This is an optimization exercise on Yosys and OpenROAD, whose aim is small area, a short achievable clock period and few clock cycles per item, not a production implementation. RTL that was checked went through simulation tests only; none was proved equivalent to the original.

== orange ==
==> flow/design.v <==
module systolic_multiplier(
	input wire clk,
	input wire rst_n,
	input wire start,
	input wire [163 - 1 : 0] a,
	input wire [163 - 1 : 0] g,
	input wire [BWIDTH - 1:0] b,
	output wire [163 - 1 : 0] t_i_j,
	output reg done
);
localparam W = 163;
localparam D = 12;
localparam BWIDTH = 168;
localparam K = (BWIDTH + D - 1) / D;                
localparam BW = K * D;                              
localparam CW = $clog2(K);
reg  [W - 1 : 0] reg_a;
reg  [W - 1 : 0] reg_g;
reg  [BW - 1 : 0] reg_b;
reg  [W - 1 : 0] tr;        
reg  [D - 1 : 0] q;         
reg  [D - 1 : 0] qn;        
reg  [D - 1 : 0] hb;        
reg  busy;                  
reg  fix;                   
reg  [CW - 1 : 0] counter;
wire ld = ~(busy | fix);    
assign t_i_j = tr;
always @(posedge clk or negedge rst_n) begin
	if (!rst_n) begin
		busy <= 1'b0;
		fix <= 1'b0;
		counter <= 0;
		done <= 1'b0;
	end else begin
		done <= fix;
		fix <= busy && (counter == K - 1);
		if (busy) begin
			if (counter == K - 1) begin
				busy <= 1'b0;
				counter <= 0;
			end else
				counter <= counter + 1'b1;
		end else if (start && !fix) begin
			busy <= 1'b1;
			counter <= 0;
		end
	end
end
wire [D - 1 : 0] dig = reg_b[BW - 1 -: D];
wire [D - 1 : 0] dig_nx = reg_b[BW - D - 1 -: D];
reg [D - 1 : 0] fac [0 : 3];
reg [D - 1 : 0] pr01, pr23, c;
integer i, j, k;
always @* begin
	for (k = 0; k < 4; k = k + 1) begin
		fac[k] = 0;
		fac[k][0] = 1'b1;
		for (j = 1; j < D; j = j + 1)
			if ((j << k) < D)
				fac[k][j << k] = reg_g[W - j];
	end
	pr01 = 0; pr23 = 0; c = 0;
	for (i = 0; i < D; i = i + 1)
		for (j = 0; j <= i; j = j + 1) begin
			pr01[i] = pr01[i] ^ (fac[0][j] & fac[1][i - j]);
			pr23[i] = pr23[i] ^ (fac[2][j] & fac[3][i - j]);
		end
	for (i = 0; i < D; i = i + 1)
		for (j = 0; j <= i; j = j + 1)
			c[i] = c[i] ^ (pr01[j] & pr23[i - j]);
end
reg [W - 1 : 0] ta;           
reg [W - 1 : 0] ba;           
reg [D - 1 : 0] hq;           
reg [D - 1 : 0] q_new;        
reg [D - 1 : 0] hb_in, hb_nx;  
always @* begin
	for (i = 0; i < W; i = i + 1) begin
		ta[i] = tr[i];
		ba[i] = 1'b0;
		for (j = 0; j < D; j = j + 1)
			if (i >= j) begin
				ta[i] = ta[i] ^ (q[j] & reg_g[i - j]);
				ba[i] = ba[i] ^ (dig[j] & reg_a[i - j]);
			end
	end
	for (i = 0; i < D; i = i + 1) begin
		hq[i] = tr[W + i - D] ^ hb[i];
		for (j = 0; j < D; j = j + 1)
			if (W + i - D >= j)
				hq[i] = hq[i] ^ (~qn[j] & reg_g[W + i - D - j]);
		hb_in[i] = 1'b0;
		hb_nx[i] = 1'b0;
		for (j = 0; j < D; j = j + 1)
			if (W + i - j <= W - 1) begin
				hb_in[i] = hb_in[i] ^ (b[BW - 1 - (D - 1) + j] & a[W + i - j]);
				hb_nx[i] = hb_nx[i] ^ (dig_nx[j] & reg_a[W + i - j]);
			end
	end
	for (i = 0; i < D; i = i + 1) begin
		q_new[i] = 1'b0;
		for (k = 0; k < D - i; k = k + 1)
			q_new[i] = q_new[i] ^ (c[k] & hq[i + k]);
	end
end
always @(posedge clk) begin
	if (ld) begin
		reg_a <= a;
		reg_g <= g;
		reg_b <= {{(BW - BWIDTH){1'b0}}, b};
		tr <= {W{1'b0}};
		q <= {D{1'b0}};
		qn <= {D{1'b1}};
		hb <= hb_in;
	end else begin
		reg_b <= reg_b << D;
		tr <= fix ? ta : ({ta[W - D - 1 : 0], {D{1'b0}}} ^ ba);
		q <= q_new;
		qn <= ~q_new;
		hb <= hb_nx;
	end
end
endmodule  
clock: 7.0 ns
lec_check: 0
cap_margin: 20
core_margin: 2
core_utilization: 40
slew_margin: 20
run.sh (not shown) runs the stock make flow with config.mk's settings and CLKGATE_MAP_FILE= SYNTH_SCRIPT=/design/flow/synth_recipe.tcl, a recipe that flattens the netlist after the stock synthesis.
The inputs of red differ from those of orange as listed below.
# orange
export LEC_CHECK = 0
export CAP_MARGIN = 20
export CORE_MARGIN = 2
export CORE_UTILIZATION = 40
export SLEW_MARGIN = 20
create_clock -name core_clock -period 7.0 [get_ports {clk}]
# red
export LEC_CHECK = 0
export CAP_MARGIN = 20
export CORE_MARGIN = 2
export CORE_UTILIZATION = 40
export SETUP_SLACK_MARGIN = 4.2
export SLEW_MARGIN = 20
create_clock -name core_clock -period 7.0 [get_ports {clk}]
--- outcome ---
Final area grows by a few percent when moving from orange to red.
red vs orange on met2 capacity usage during global routing: red is the higher one.
Looking only at overall routed net length, and setting everything else aside, the higher value of red and orange goes to red.
red went all the way through synthesis, placement and routing and the layout is clean on timing, DRC and antenna.
On worst setup slack: between red and orange, it ends up higher for red.
Function was not checked in any run of this note: the RTL went through the layout flow alone.

* * *

systolic_multiplier, a different RTL version from the one above (not shown whole).
Size in the first run: about 11000 cells after synthesis, about 710 flip-flops, ~77000 sq um of cells after synthesis.
==> flow/config.mk <==
export PLATFORM = sky130hd
export DESIGN_NAME = systolic_multiplier
export DESIGN_NICKNAME = systolic_multiplier
export VERILOG_FILES = /design/flow/design.v
export SDC_FILE = /design/flow/constraint.sdc
export NUM_CORES = 4
export LEC_CHECK = 0
export CAP_MARGIN = 20
export CORE_MARGIN = 2
export CORE_UTILIZATION = 40
export SETUP_SLACK_MARGIN = 4.3
export SLEW_MARGIN = 20
==> flow/constraint.sdc <==
create_clock -name core_clock -period 7.0 [get_ports {clk}]
set_input_delay 1.4000 -clock core_clock [delete_from_list [all_inputs] [get_ports {clk}]]
set_output_delay 1.4000 -clock core_clock [all_outputs]
set_load 0.01 [all_outputs]
standard.sh (not shown) runs the stock make flow with config.mk's settings and CLKGATE_MAP_FILE= SYNTH_SCRIPT=/design/flow/synth_recipe.tcl, a recipe that flattens the netlist after the stock synthesis.
==> flow/flow/run.sh <==
#!/bin/bash
# The standard layout, with the port buffers inserted as buf_1 cells
# (ORFS's buffer_ports otherwise picks clkdlybuf4s50_1). Timing repair
# still resizes the ones on critical paths.
set -euo pipefail
export BUFFER_PORTS_ARGS="-buffer_cell sky130_fd_sc_hd__buf_1"
bash standard.sh > standard_flow.log 2>&1
Testbench counts at the start, summed over its fixed seeds: cycles 25,608, items 1,600.
Change:
Settings changed: CTS_CLUSTER_DIAMETER from default to 100, CTS_CLUSTER_SIZE from default to 18, SETUP_SLACK_MARGIN 4.3 to 4.1.
Effect: Die area is unchanged. Routed wire length falls by 4.6%. Clock skew falls by 0.011 ns. Final cell count went down by about 1.9%. Setup slack gets worse by 0.057 ns. Fmax goes down by 1.9%. Cell area goes down by about 6%. Non-clock buffer count goes down by 173. Area after synthesis stays the same.
Change:
Settings changed: CTS_CLUSTER_DIAMETER 100 to default, CTS_CLUSTER_SIZE 18 to default, SETUP_SLACK_MARGIN 4.1 to 3.7.
Outcome: Synthesized cell count does not change. Clock-buffer cell count grows by 46. Core utilization drops by 0.20 points. Maximum frequency goes down by a little under a tenth. Worst setup slack degrades by 0.29 ns.
Change:
Settings changed: CTS_CLUSTER_DIAMETER from default to 100, CTS_CLUSTER_SIZE from default to 18, SETUP_SLACK_MARGIN 3.7 to 4.0.
=> The new run completed without violations. Non-clock buffer count came out higher by 57. Critical path depth drops by 7. Setup slack is better by 0.25 ns. Die area stays the same. Wire length increases by 2.3%.

static timing again, ports no longer ideal:
In the flow no input, the clock included, has a driving cell. The finished layouts below were timed again as built, in two steps. Step 1, drivers: a clkbuf_16 drives clk and a buf_2 each remaining input, both assumed. Step 2 adds t to the input delays and takes it off the output delays; t is the mean of the earliest and latest rising clock arrival at the registers after step 1. Input paths then give back, and output paths get back, about the clock's delay inside the block. Three values: no drivers, after step 1, after step 2; two values: the first two.
run	t (ns)	setup slack, ns	worst hold slack (ns)	latest minus earliest clock arrival (ns)	worst slew at a driven data input, ns
orange	0.857	3.317 / 3.317 / 3.317	0.420 / 0.420 / 0.420	0.071 / 0.071	0.18
red	0.847	3.985 / 3.985 / 3.646	0.413 / 0.413 / 0.413	0.057 / 0.058	0.17
the first run of note 2	0.855	4.074 / 4.074 / 3.740	0.404 / 0.404 / 0.404	0.056 / 0.056	0.17
the second run of note 2	0.851	4.017 / 4.017 / 3.530	0.415 / 0.415 / 0.415	0.041 / 0.042	0.19
the third run of note 2	0.853	3.729 / 3.729 / 3.524	0.419 / 0.419 / 0.419	0.096 / 0.096	0.18
the fourth run of note 2	0.851	3.982 / 3.888 / 3.528	0.414 / 0.414 / 0.414	0.042 / 0.042	0.19
After both steps setup and hold are still met in every run listed. For the second run of note 2, which loses most, drivers alone change the setup slack by 0.000 ns; drivers and shift together by -0.487 ns.
